Source: an optimization exercise on an open RTL-to-GDS flow (aim: small area and a short achievable clock period). Production flows keep margins and buffers that such runs may drop. Where RTL was checked, it was by simulation tests only, not by an equivalence proof against the original. No activity file was given, so power comes from the tool's default toggle rates.

==> flow/design.v <==
`timescale 1ns / 1ps
module umt_top #(
    parameter MAX_UMTS = 5,
    parameter MAX_LMTS = 5,
    parameter MAX_WIDTH = 64,
    parameter MAX_DEPTH = 512,
    parameter PMT_WIDTH = 32,
    parameter PMT_DEPTH = 32,
    parameter MAX_PMTS_PER_LMT = 8
) (
    input  wire                      clk,
    input  wire                      rst_n,
    input  wire                      umt_cfg_valid,
    input  wire                      umt_cfg_wr_en,
    input  wire [2:0]                umt_cfg_id,
    input  wire [15:0]               umt_cfg_width,
    input  wire [15:0]               umt_cfg_depth,
    input  wire                      umt_cfg_type,
    input  wire                      umt_map_trigger,
    input  wire                      entry_valid,
    input  wire [2:0]                entry_umt_id,
    input  wire [8:0]                entry_addr,
    input  wire [MAX_WIDTH-1:0]      entry_data,
    input  wire [MAX_WIDTH-1:0]      entry_mask,
    output wire                      map_done,
    output wire                      map_error,
    output wire [MAX_LMTS-1:0]       lmt_used,
    output wire [MAX_LMTS*8-1:0]     lmt_uid,
    output wire [MAX_LMTS*8-1:0]     lmt_internal_id,
    output wire [MAX_LMTS*2-1:0]     lmt_status_flag,
    output wire [MAX_LMTS*2-1:0]     lmt_width_gear,
    output wire [MAX_LMTS*3-1:0]     lmt_depth_gear,
    output wire                      lmt_entry_valid,
    output wire [2:0]                lmt_entry_id,
    output wire [8:0]                lmt_entry_addr,
    output wire [MAX_WIDTH-1:0]      lmt_entry_data,
    output wire [MAX_WIDTH-1:0]      lmt_entry_mask,
    output wire [7:0]                total_lmts_used,
    output wire [15:0]               total_pmts_needed
);
    integer n;
    reg  [4:0]  cv;      
    reg  [4:0]  cw;      
    reg  [19:0] cd;      
    wire cfg_ok = umt_cfg_valid & umt_cfg_wr_en & (umt_cfg_id < 3'd5) &
                  (umt_cfg_width != 16'd0) & (umt_cfg_width <= 16'd64) &
                  (umt_cfg_depth != 16'd0) & (umt_cfg_depth <= 16'd512);
    wire [3:0] cfg_dbm1 = umt_cfg_depth[8:5] - {3'd0, ~|umt_cfg_depth[4:0]};
    wire       cfg_wbig = umt_cfg_width[6] | (umt_cfg_width[5] & (|umt_cfg_width[4:0]));
    always @(posedge clk or negedge rst_n) begin
        if (!rst_n)
            cv <= 5'd0;
        else if (cfg_ok)
            cv[umt_cfg_id] <= 1'b1;
    end
    always @(posedge clk) begin
        if (cfg_ok) begin
            cw[umt_cfg_id] <= cfg_wbig;
            cd[umt_cfg_id*4 +: 4] <= cfg_dbm1;
        end
    end
    localparam S_FIN_A = 4'h5;
    localparam S_CHECK = 4'h6;
    localparam S_IDLE  = 4'h7;
    localparam S_FIN_M = 4'hD;
    localparam S_DONE  = 4'hE;
    reg  [3:0] s;
    reg        md;
    reg  [4:0] r;         
    reg  [7:0] p;         
    reg  [4:0] tl;
    reg  [7:0] tp;
    wire [2:0] k  = s[2:0];
    wire       step = (k < 3'd5);
    wire       sv = cv[k];
    wire       sw = cw[k];
    wire [3:0] sd = cd[k*4 +: 4];
    wire [5:0] pmx = sw ? {1'b0, sd, 1'b1} : {2'b0, sd};    
    wire [1:0] nlm1 = sw ? sd[3:2] : {1'b0, sd[3]};          
    wire       multi = (nlm1 != 2'd0);
    wire [1:0] dgs = sd[2] ? 2'd3 : sd[1] ? 2'd2 : {1'b0, sd[0]};
    wire       alloc = s[3] & step & sv;
    always @(posedge clk or negedge rst_n) begin
        if (!rst_n) begin
            s  <= S_IDLE;
            md <= 1'b0;
            tl <= 5'd0;
            tp <= 8'd0;
        end else begin
            case (s)
                S_IDLE: begin
                    md <= 1'b0;
                    if (umt_map_trigger) s <= 4'h0;
                end
                S_FIN_A: begin
                    tl <= r;
                    tp <= p;
                    s  <= S_CHECK;
                end
                S_CHECK: begin
                    if (tl > 5'd5)
                        s <= S_DONE;
                    else
                        s <= 4'h8;
                end
                S_FIN_M: s <= S_DONE;
                S_DONE: begin
                    md <= 1'b1;
                    if (!umt_map_trigger) s <= S_IDLE;
                end
                4'hF: s <= S_IDLE;
                default: s <= s + 4'd1;
            endcase
        end
    end
    always @(posedge clk) begin
        if (s == S_IDLE) begin
            if (umt_map_trigger) begin
                r <= 5'd0;
                p <= 8'd0;
            end
        end else if (s == S_FIN_A) begin
            r <= 5'd0;
        end else if (step && sv) begin
            r <= r + {3'b0, nlm1} + 5'd1;
            if (!s[3]) p <= p + {2'b0, pmx} + 8'd1;
        end
    end
    reg [14:0] lid;       
    reg [4:0]  lw;        
    reg [4:0]  lm;        
    reg [14:0] lf;        
    reg [4:0]  rh;
    reg [1:0]  j [0:4];
    reg [4:0]  we;
    reg [4:0]  last;
    integer i;
    always @(*) begin
        for (i = 0; i < 5; i = i + 1)
            rh[i] = (r[3:0] == i);
        for (n = 0; n < 5; n = n + 1) begin
            we[n] = 1'b0;
            last[n] = 1'b0;
            j[n] = 2'd0;
            for (i = 0; i < 4; i = i + 1) begin
                if (n - i >= 0 && rh[n-i] && nlm1 >= i) begin
                    we[n] = alloc;
                    j[n] = i;
                    last[n] = (nlm1 == i);
                end
            end
        end
    end
    always @(posedge clk or negedge rst_n) begin
        if (!rst_n) begin
            lid <= 15'd0;
            lw  <= 5'd0;
            lm  <= 5'd0;
            lf  <= 15'd0;
        end else begin
            for (n = 0; n < 5; n = n + 1) begin
                if (we[n]) begin
                    lid[n*3 +: 3] <= k;
                    lw[n] <= sw;
                    lm[n] <= multi;
                    lf[n*3 +: 3] <= multi ? {last[n], j[n]} : {1'b1, dgs};
                end
            end
        end
    end
    reg [4:0] lu;         
    reg [1:0] ldg [0:4];
    reg [39:0] o_uid, o_iid;
    reg [9:0]  o_sf, o_wg;
    reg [14:0] o_dg;
    always @(*) begin
        for (n = 0; n < 5; n = n + 1) begin
            lu[n]  = lm[n] | lf[n*3+2];
            ldg[n] = lm[n] ? {1'b1, ~lw[n]} : lf[n*3 +: 2];
            o_uid[n*8 +: 8] = {5'd0, lid[n*3 +: 3]};
            o_iid[n*8 +: 8] = {6'd0, lm[n] ? lf[n*3 +: 2] : 2'd0};
            o_sf[n*2 +: 2]  = lm[n] ? {(|lf[n*3 +: 2]), (~|lf[n*3 +: 2]) ^ lf[n*3+2]} : 2'd0;
            o_wg[n*2 +: 2]  = {1'b0, lw[n]};
            o_dg[n*3 +: 3]  = {1'b0, ldg[n]};
        end
    end
    assign map_done          = md;
    assign map_error         = (tl > 5'd5) & (md | (s == S_DONE));
    assign lmt_used          = lu;
    assign lmt_uid           = o_uid;
    assign lmt_internal_id   = o_iid;
    assign lmt_status_flag   = o_sf;
    assign lmt_width_gear    = o_wg;
    assign lmt_depth_gear    = o_dg;
    assign total_lmts_used   = {3'd0, tl};
    assign total_pmts_needed = {8'd0, tp};
    reg        e_v;
    reg [2:0]  e_id;
    reg [8:0]  e_addr;
    reg [63:0] e_data, e_mask;
    reg [3:0] st [0:4];
    reg [4:0] en [0:4];
    reg [3:0] z;
    reg       c, t;
    integer   b;
    always @(*) begin
        for (n = 0; n < 5; n = n + 1) begin
            st[n] = 4'd0;
            for (i = 0; i < n; i = i + 1)
                if (lu[i] && lid[i*3 +: 3] == lid[n*3 +: 3])
                    st[n] = en[i][3:0];
            z = 4'd1 << ldg[n];
            c = 1'b0;
            for (b = 0; b < 4; b = b + 1) begin
                t = z[b] | c;
                en[n][b] = st[n][b] ^ t;
                c = st[n][b] & t;
            end
            en[n][4] = c;
        end
    end
    reg [4:0] hit;
    reg       lt, eq;
    reg       found;
    reg       taken;
    reg [2:0] t_id;
    reg [3:0] t_st;
    reg [3:0] t_off;
    reg       bw;
    always @(*) begin
        taken = 1'b0;
        t_id = 3'd0;
        t_st = 4'd0;
        for (n = 0; n < 5; n = n + 1) begin
            lt = en[n][4];
            eq = ~en[n][4];
            for (b = 3; b >= 0; b = b - 1) begin
                lt = lt | (eq & ~entry_addr[5+b] & en[n][b]);
                eq = eq & ~(entry_addr[5+b] ^ en[n][b]);
            end
            hit[n] = lu[n] & (lid[n*3 +: 3] == entry_umt_id) & lt;
            if (hit[n] && !taken) begin
                taken = 1'b1;
                t_id = n[2:0];
                t_st = st[n];
            end
        end
        found = |hit;
        bw = 1'b0;
        for (b = 0; b < 4; b = b + 1) begin
            t_off[b] = entry_addr[5+b] ^ t_st[b] ^ bw;
            bw = (~entry_addr[5+b] & (t_st[b] | bw)) | (t_st[b] & bw);
        end
    end
    always @(posedge clk or negedge rst_n) begin
        if (!rst_n) begin
            e_v    <= 1'b0;
            e_id   <= 3'd0;
            e_addr <= 9'd0;
            e_data <= 64'd0;
            e_mask <= 64'd0;
        end else begin
            e_v <= entry_valid & found;
            if (entry_valid & found) begin
                e_id   <= t_id;
                e_addr <= {t_off, entry_addr[4:0]};
                e_data <= entry_data;
                e_mask <= entry_mask;
            end
        end
    end
    assign lmt_entry_valid = e_v;
    assign lmt_entry_id    = e_id;
    assign lmt_entry_addr  = e_addr;
    assign lmt_entry_data  = e_data;
    assign lmt_entry_mask  = e_mask;
endmodule
clock: 120.0 ns
lec_check: 0
cap_margin: 20
core_margin: 2
core_utilization: 60
slew_margin: 20
standard.sh (not shown) runs the stock make flow with config.mk's settings and CLKGATE_MAP_FILE= SYNTH_SCRIPT=/design/flow/synth_recipe.tcl, a recipe that flattens the netlist after the stock synthesis.
==> flow/flow/run.sh <==
#!/bin/bash
# Standard ORFS layout with: the port buffers made of the smallest buffer
# cell, and a clock tree of larger sink clusters without dummy loads.
set -euo pipefail
export BUFFER_PORTS_ARGS="-buffer_cell sky130_fd_sc_hd__buf_1"
export CTS_ARGS="-sink_clustering_enable -repair_clock_nets -dont_use_dummy_load -buf_list sky130_fd_sc_hd__clkbuf_8 -sink_clustering_size 16 -sink_clustering_max_diameter 60"
bash standard.sh > standard.log 2>&1
Edit:
--- a/flow/design.v
+++ b/flow/design.v
@@ -196,64 +196,60 @@
     assign total_pmts_needed = {8'd0, tp};
     reg        e_v;
     reg [2:0]  e_id;
     reg [8:0]  e_addr;
     reg [63:0] e_data, e_mask;
     reg [3:0] st [0:4];
+    reg [4:0] sat;
     reg [4:0] en [0:4];
     reg [3:0] z;
     reg       c, t;
     integer   b;
     always @(*) begin
         for (n = 0; n < 5; n = n + 1) begin
             st[n] = 4'd0;
+            sat[n] = 1'b0;
             for (i = 0; i < n; i = i + 1)
-                if (lu[i] && lid[i*3 +: 3] == lid[n*3 +: 3])
+                if (lu[i] && lid[i*3 +: 3] == lid[n*3 +: 3]) begin
                     st[n] = en[i][3:0];
+                    sat[n] = sat[i] | en[i][4];
+                end
             z = 4'd1 << ldg[n];
             c = 1'b0;
             for (b = 0; b < 4; b = b + 1) begin
                 t = z[b] | c;
                 en[n][b] = st[n][b] ^ t;
                 c = st[n][b] & t;
             end
             en[n][4] = c;
         end
     end
     reg [4:0] hit;
-    reg       lt, eq;
+    reg [4:0] o;
+    reg       fit;
     reg       found;
-    reg       taken;
     reg [2:0] t_id;
-    reg [3:0] t_st;
     reg [3:0] t_off;
-    reg       bw;
-    always @(*) begin
-        taken = 1'b0;
+    always @(*) begin
         t_id = 3'd0;
-        t_st = 4'd0;
-        for (n = 0; n < 5; n = n + 1) begin
-            lt = en[n][4];
-            eq = ~en[n][4];
-            for (b = 3; b >= 0; b = b - 1) begin
-                lt = lt | (eq & ~entry_addr[5+b] & en[n][b]);
-                eq = eq & ~(entry_addr[5+b] ^ en[n][b]);
-            end
-            hit[n] = lu[n] & (lid[n*3 +: 3] == entry_umt_id) & lt;
-            if (hit[n] && !taken) begin
-                taken = 1'b1;
-                t_id = n[2:0];
-                t_st = st[n];
+        t_off = 4'd0;
+        for (n = 0; n < 5; n = n + 1) begin
+            o = {1'b0, entry_addr[8:5]} - {1'b0, st[n]};
+            case (ldg[n])
+                2'd0: fit = (o[3:0] == 4'd0);
+                2'd1: fit = (o[3:1] == 3'd0);
+                2'd2: fit = (o[3:2] == 2'd0);
+                default: fit = ~o[3];
+            endcase
+            hit[n] = lu[n] & (lid[n*3 +: 3] == entry_umt_id) & ~sat[n] & ~o[4] & fit;
+            if (hit[n]) begin
+                t_id = t_id | n[2:0];
+                t_off = t_off | o[3:0];
             end
         end
         found = |hit;
-        bw = 1'b0;
-        for (b = 0; b < 4; b = b + 1) begin
-            t_off[b] = entry_addr[5+b] ^ t_st[b] ^ bw;
-            bw = (~entry_addr[5+b] & (t_st[b] | bw)) | (t_st[b] & bw);
-        end
     end
     always @(posedge clk or negedge rst_n) begin
         if (!rst_n) begin
             e_v    <= 1'b0;
             e_id   <= 3'd0;
             e_addr <= 9'd0;
What happened:
- wire length rose by roughly a tenth
- cell count increases by a few percent
- flip-flop and latch count is unchanged
- total power goes down by roughly a tenth
- cell area grows by a few percent
- hold slack improved by 0.0089 ns
- critical path depth stays the same
- sequential power is lower by roughly a tenth
- via count is higher by a little under a tenth
- fmax goes down by a few percent
Only the layout flow was run in the second run of this note; the RTL was not checked for function there.

-- afterwards: timing with drivers on the ports --
Ports are ideal in the flow. The routed layouts listed here were re-timed in OpenROAD. Step 1 (the two cells are an assumption about what drives the block):
set clk [get_ports {clk}]
set_driving_cell -lib_cell sky130_fd_sc_hd__clkbuf_16 $clk
set_driving_cell -lib_cell sky130_fd_sc_hd__buf_2 [delete_from_list [all_inputs] $clk]
Step 2 times the ports against the registers' clock, not the clock port: input delays grow and output delays shrink by t, the midpoint of the rising clock arrivals with the driver on. Three values: ideal, step 1, step 2; two values: the first two.
run	t (ns)	setup WS [ns]	worst setup path at the end	latest minus earliest clock arrival (ns)	slew at the worst register clock pin (ns)
the first run	0.548	92.524 / 92.513 / 91.964	input to register	0.031 / 0.031	0.11 / 0.11
the second run	0.574	91.902 / 91.921 / 91.348	input to register	0.087 / 0.087	0.11 / 0.11
After both steps setup and hold are still met in every run listed. For the first run, which loses most, drivers alone change the setup slack by -0.011 ns; drivers and shift together by -0.560 ns.
